Source: an optimization exercise on an open RTL-to-GDS flow (aim: small area). Production flows keep margins and buffers that such runs may drop.
At most, simulation tests tie the RTL to the original design; equivalence was not proved.
No activity file was given, so power comes from the tool's default toggle rates.

// FloatingPointMultiplier
module FloatingPointMultiplier(
	input wire [26 : 0] in_1,
	input wire [26 : 0] in_2,
	input wire clk_pll,
	output wire [26 : 0] out
    );
Size: roughly 82 I/O pins, about 0.0096 sq mm of cells after synthesis.
export LEC_CHECK = 0
export CAP_MARGIN = 20
export CORE_MARGIN = 2
export CORE_UTILIZATION = 40
export CTS_BUF_LIST = sky130_fd_sc_hd__clkbuf_4 sky130_fd_sc_hd__clkbuf_8
export SLEW_MARGIN = 20
export SYNTH_HIERARCHICAL = 1
create_clock -name core_clock -period 6.8 [get_ports {clk_pll}]
standard.sh (not shown) runs the stock make flow with config.mk's settings and CLKGATE_MAP_FILE= SYNTH_SCRIPT=/design/flow/synth_recipe.tcl, a recipe that flattens the netlist after the stock synthesis.
==> flow/flow/run.sh <==
#!/bin/bash
# Layout flow: the standard synthesis and layout, with
# - the smallest buffer cell for the port buffers instead of the one
#   buffer_ports picks by default,
# - every combinational cell sized down before global placement
#   (flow/downsize.tcl), so that timing repair sizes up only what it needs,
# - timing-driven global placement that does not keep the buffers its
#   virtual repair inserts (GPL_KEEP_OVERFLOW=0); timing is repaired later,
# - input port buffers with many loads sized up to buf_2 after global
#   placement (flow/portbuf.tcl),
# - clock tree synthesis without dummy loads.
set -euo pipefail
bash standard.sh synth > synth.log 2>&1
bash standard.sh 'BUFFER_PORTS_ARGS=-buffer_cell sky130_fd_sc_hd__buf_1' \
  "PRE_GLOBAL_PLACE_TCL=$PWD/flow/downsize.tcl" GPL_KEEP_OVERFLOW=0 \
  "POST_GLOBAL_PLACE_TCL=$PWD/flow/portbuf.tcl" \
  'CTS_ARGS=-sink_clustering_enable -sink_clustering_size 30 -sink_clustering_max_diameter 400 -repair_clock_nets -dont_use_dummy_load -buf_list {sky130_fd_sc_hd__clkbuf_4 sky130_fd_sc_hd__clkbuf_8}' \
  finish > layout.log 2>&1
Other scripts of this flow, unchanged in this note and not shown: flow/flow/downsize.tcl, flow/flow/portbuf.tcl
Next try:
--- a/flow/flow/run.sh
+++ b/flow/flow/run.sh
@@ -17 +17 @@
-  'CTS_ARGS=-sink_clustering_enable -sink_clustering_size 30 -sink_clustering_max_diameter 400 -repair_clock_nets -dont_use_dummy_load -buf_list {sky130_fd_sc_hd__clkbuf_4 sky130_fd_sc_hd__clkbuf_8}' \
+  'CTS_ARGS=-sink_clustering_enable -repair_clock_nets -dont_use_dummy_load -buf_list {sky130_fd_sc_hd__clkbuf_4 sky130_fd_sc_hd__clkbuf_8}' \
- SETUP_SLACK_MARGIN: unset -> -0.2
The new run finished with timing, DRC and antenna clean.
Area after synthesis does not change.
Setup slack got worse by 180 ps.
Die area is unchanged.
Final cell count stays flat.
Sequential power hardly moves.
Power drops by about 3.7%.
Maximum frequency drops by about 2.6%.
Flip-flop and latch count is unchanged.
Clock-buffer cell count stays the same.
Via count barely changes.
Combinational power drops by about 4%.
Next try:
- SETUP_SLACK_MARGIN: -0.2 -> -0.1
=>
- design area grows by 0.31%
- routed wire length is about the same
- synthesized area stays the same
- cell count does not change
- first-iteration DRC count grows by about 6%
- sequential share of layout area stays flat
- maximum frequency grows by about 1.6%
- utilization grows by 0.12 points
- worst setup slack improved by 110 ps
- sequential power barely changes
- clock power shrinks by about 0.7%
Next try:
- SETUP_SLACK_MARGIN: -0.1 -> unset
After rerunning:
- The changed run finished with timing, DRC and antenna clean
- combinational power is higher by a few percent
- routed wire length is higher slightly
- global-route usage stays flat
- final area hardly moves

## v15
FloatingPointMultiplier, a different RTL version from the one above (not shown whole).
Size: roughly 920 cells after synthesis, roughly 28 flip-flops, roughly 82 I/O pins, roughly 0.0095 mm² of cells after synthesis.
Settings: LEC_CHECK=0, CAP_MARGIN=20, CORE_MARGIN=2, CORE_UTILIZATION=40, CTS_BUF_LIST=sky130_fd_sc_hd__clkbuf_4 sky130_fd_sc_hd__clkbuf_8, SETUP_SLACK_MARGIN=-0.1, SLEW_MARGIN=20, SYNTH_HIERARCHICAL=1; clock period 6.8 ns.
==> flow/flow/run.sh <==
#!/bin/bash
# Layout flow: the standard synthesis and layout, with
# - the smallest buffer cell for the port buffers instead of the one
#   buffer_ports picks by default,
# - every combinational cell sized down before global placement
#   (flow/downsize.tcl), so that timing repair sizes up only what it needs,
# - timing-driven global placement that does not keep the buffers its
#   virtual repair inserts (GPL_KEEP_OVERFLOW=0); timing is repaired later,
# - input port buffers with many loads sized up to buf_2 after global
#   placement (flow/portbuf.tcl),
# - clock tree synthesis without dummy loads.
set -euo pipefail
bash standard.sh synth > synth.log 2>&1
bash standard.sh 'BUFFER_PORTS_ARGS=-buffer_cell sky130_fd_sc_hd__buf_1' \
  "PRE_GLOBAL_PLACE_TCL=$PWD/flow/downsize.tcl" GPL_KEEP_OVERFLOW=0 \
  "POST_GLOBAL_PLACE_TCL=$PWD/flow/portbuf.tcl" \
  'CTS_ARGS=-sink_clustering_enable -repair_clock_nets -dont_use_dummy_load -buf_list {sky130_fd_sc_hd__clkbuf_4 sky130_fd_sc_hd__clkbuf_8}' \
  finish > layout.log 2>&1
Other scripts of this flow, unchanged in this note and not shown: flow/flow/downsize.tcl, flow/flow/portbuf.tcl
v15: full flow OK, the timing, DRC and antenna checks passed
The following lists how v12 was set up differently from v15:
Settings: removing SETUP_SLACK_MARGIN (formerly -0.1).
==> run summary <==
Min total power of the final layout across v15 and v12: v15. Comparing v15 with v12, the wire length came out essentially unchanged. Cmp v15 and v12 / part of the cycle the worst path needs / higher: v15.

## fjord
Another version of the RTL of FloatingPointMultiplier (not shown whole).
Size: ~920 cells after synthesis, ~82 I/O pins.
==> flow/config.mk <==
export PLATFORM = sky130hd
export DESIGN_NAME = FloatingPointMultiplier
export DESIGN_NICKNAME = FloatingPointMultiplier
export VERILOG_FILES = /design/flow/design.v
export SDC_FILE = /design/flow/constraint.sdc
export NUM_CORES = 4
export LEC_CHECK = 0
export CAP_MARGIN = 20
export CORE_MARGIN = 2
export CORE_UTILIZATION = 40
export CTS_BUF_LIST = sky130_fd_sc_hd__clkbuf_4 sky130_fd_sc_hd__clkbuf_8
export SLEW_MARGIN = 20
export SYNTH_HIERARCHICAL = 1
==> flow/constraint.sdc <==
create_clock -name core_clock -period 6.8 [get_ports {clk_pll}]
set_input_delay 1.3600 -clock core_clock [delete_from_list [all_inputs] [get_ports {clk_pll}]]
set_output_delay 1.3600 -clock core_clock [all_outputs]
set_load 0.01 [all_outputs]
==> flow/flow/downsize.tcl <==
# Before global placement: give every combinational cell the smallest-area
# variant of its own cell (same function and pins). Timing repair later sizes up only what needs it.
set db [ord::get_db]
set block [ord::get_db_block]
set swapped 0
foreach inst [$block getInsts] {
  set master [$inst getMaster]
  set name [$master getName]
  if {![regexp {^(sky130_fd_sc_hd__([a-z0-9]+))_([0-9]+)$} $name -> base kind size]} { continue }
  # leave sequential, clock, tap, fill and delay cells alone
  if {[regexp {^(df|dl|sdf|edf|sedf|clk|tap|fill|decap|conb|diode|lpflow|probe|dly|macro)} $kind]} { continue }
  set best $master
  foreach s {0 1 2 4 6 8 12 16} {
    set m [$db findMaster "${base}_$s"]
    if {$m == "NULL" || $m == ""} { continue }
    if {[$m getWidth] < [$best getWidth]} {
      set best $m
    }
  }
  if {$best != $master} {
    $inst swapMaster $best
    incr swapped
  }
}
puts "downsize.tcl: swapped $swapped instances to smaller cells"
==> flow/flow/portbuf.tcl <==
# After global placement: an input port buffer that drives many cells gets the
# next size up (buf_2) rather than having the timing repair pick a clock or
# delay buffer for it later.
set db [ord::get_db]
set block [ord::get_db_block]
set buf2 [$db findMaster sky130_fd_sc_hd__buf_2]
set n 0
foreach inst [$block getInsts] {
  if {[[$inst getMaster] getName] != "sky130_fd_sc_hd__buf_1"} { continue }
  foreach it [$inst getITerms] {
    if {[$it isOutputSignal]} {
      set net [$it getNet]
      if {$net != "NULL" && [llength [$net getITerms]] > 8} {
        $inst swapMaster $buf2
        incr n
      }
    }
  }
}
puts "portbuf.tcl: sized up $n buffers driving more than 7 cells"
Scripts as last shown in full above: flow/flow/run.sh
Both conditions hold for fjord: the flow ran to the end and the final layout passed the timing, DRC and antenna checks.
### fjord -> quartz
- SETUP_SLACK_MARGIN: unset -> -0.1
### Flow results
On data-path buffer share of cell area in the final layout, quartz tracks fjord almost exactly.
Power (quartz over fjord): decrease, 0.67%
The higher time the worst path needs with I/O delays and setup of quartz and fjord is in quartz.
Wire length (lower): quartz
Max freq fjord -> quartz: degraded
When quartz is measured against fjord, its transition time at the pin with the least slew margin turns out 0.0080 ns lower.
No run of this note included a check of the RTL's function; only the layout flow was run.

FloatingPointMultiplier, a different RTL version from the one above (not shown whole).
Size: roughly 990 cells after synthesis, about 28 flip-flops, about 82 I/O pins.
Design FloatingPointMultiplier, start of the top module:
module FloatingPointMultiplier(
	input wire [26 : 0] in_1,
	input wire [26 : 0] in_2,
	input wire clk_pll,
	output wire [26 : 0] out
    );
==> flow/config.mk <==
export PLATFORM = sky130hd
export DESIGN_NAME = FloatingPointMultiplier
export DESIGN_NICKNAME = FloatingPointMultiplier
export VERILOG_FILES = /design/flow/design.v
export SDC_FILE = /design/flow/constraint.sdc
export NUM_CORES = 4
export LEC_CHECK = 0
export CAP_MARGIN = 20
export CORE_MARGIN = 2
export CORE_UTILIZATION = 40
export CTS_BUF_LIST = sky130_fd_sc_hd__clkbuf_4 sky130_fd_sc_hd__clkbuf_8
export SLEW_MARGIN = 20
export SYNTH_HIERARCHICAL = 1
==> flow/constraint.sdc <==
create_clock -name core_clock -period 6.8 [get_ports {clk_pll}]
set_input_delay 1.3600 -clock core_clock [delete_from_list [all_inputs] [get_ports {clk_pll}]]
set_output_delay 1.3600 -clock core_clock [all_outputs]
set_load 0.01 [all_outputs]
==> flow/flow/run.sh <==
#!/bin/bash
# Layout flow: the standard synthesis and layout, with
# - the smallest buffer cell for the port buffers instead of the one
#   buffer_ports picks by default,
# - every combinational cell sized down before global placement
#   (flow/downsize.tcl), so that timing repair sizes up only what it needs.
set -euo pipefail
bash standard.sh synth > synth.log 2>&1
bash standard.sh 'BUFFER_PORTS_ARGS=-buffer_cell sky130_fd_sc_hd__buf_1' \
  "PRE_GLOBAL_PLACE_TCL=$PWD/flow/downsize.tcl" finish > layout.log 2>&1
Scripts as last shown in full above: flow/flow/downsize.tcl
The starting point ran to the end with no violations.
Then changed:
==> flow/flow/run.sh (replaced) <==
#!/bin/bash
# Layout flow: the standard synthesis and layout, with
# - the smallest buffer cell for the port buffers instead of the one
#   buffer_ports picks by default,
# - every combinational cell sized down before global placement
#   (flow/downsize.tcl), so that timing repair sizes up only what it needs,
# - timing-driven global placement that does not keep the buffers its
#   virtual repair inserts (GPL_KEEP_OVERFLOW=0); timing is repaired later.
set -euo pipefail
bash standard.sh synth > synth.log 2>&1
bash standard.sh 'BUFFER_PORTS_ARGS=-buffer_cell sky130_fd_sc_hd__buf_1' \
  "PRE_GLOBAL_PLACE_TCL=$PWD/flow/downsize.tcl" GPL_KEEP_OVERFLOW=0 finish > layout.log 2>&1
Outcome: Utilization drops by 2.2 points; final area drops by 5.0%; sequential power climbs by 6.5%; worst hold slack stays flat; via count drops by 1.5%; wire length drops by 2.3%.

## what the ideal ports hide
Ports are ideal in the flow. The routed layouts listed here were re-timed in OpenROAD. Step 1, drivers: a clkbuf_16 drives clk_pll and a buf_2 each remaining input, both assumed. Step 2 also shifts input and output timing later by t, the mid clock arrival at the registers, as if the neighbouring blocks saw the same clock. Three values: no drivers, after step 1, after step 2; two values: the first two.
| run | t (ns) | slack for setup (ns) | worst hold slack (ns) | worst setup path after step 2 | slew at the worst register clock pin (ns) |
|---|---|---|---|---|---|
| the first run of note 1 | 0.287 | 0.308 / 0.312 / 0.025 | 1.284 / 1.285 / 1.572 | input to register | 0.09 / 0.09 |
| the second run of note 1 | 0.288 | 0.133 / 0.135 / -0.153 | 1.285 / 1.285 / 1.573 | input to register | 0.10 / 0.10 |
| the third run of note 1 | 0.287 | 0.238 / 0.238 / -0.050 | 1.285 / 1.286 / 1.573 | input to register | 0.09 / 0.09 |
| the fourth run of note 1 | 0.287 | 0.308 / 0.312 / 0.025 | 1.284 / 1.285 / 1.572 | input to register | 0.09 / 0.09 |
| v15 | 0.294 | 0.128 / 0.134 / -0.160 | 1.274 / 1.272 / 1.566 | input to register | 0.09 / 0.09 |
| v12 | 0.294 | 0.251 / 0.257 / -0.037 | 1.274 / 1.272 / 1.566 | input to register | 0.09 / 0.09 |
| fjord | 0.289 | 0.241 / 0.247 / -0.043 | 1.286 / 1.293 / 1.582 | input to register | 0.09 / 0.09 |
| quartz | 0.289 | 0.153 / 0.158 / -0.131 | 1.286 / 1.293 / 1.582 | input to register | 0.09 / 0.09 |
| the first run of note 4 | 0.308 | 0.368 / 0.377 / 0.069 | 1.262 / 1.253 / 1.561 | input to register | 0.10 / 0.10 |
| the second run of note 4 | 0.305 | 0.427 / 0.434 / 0.128 | 1.262 / 1.254 / 1.560 | input to register | 0.10 / 0.10 |
Met with ideal ports but missed after step 2: setup timing in 6 of these runs.
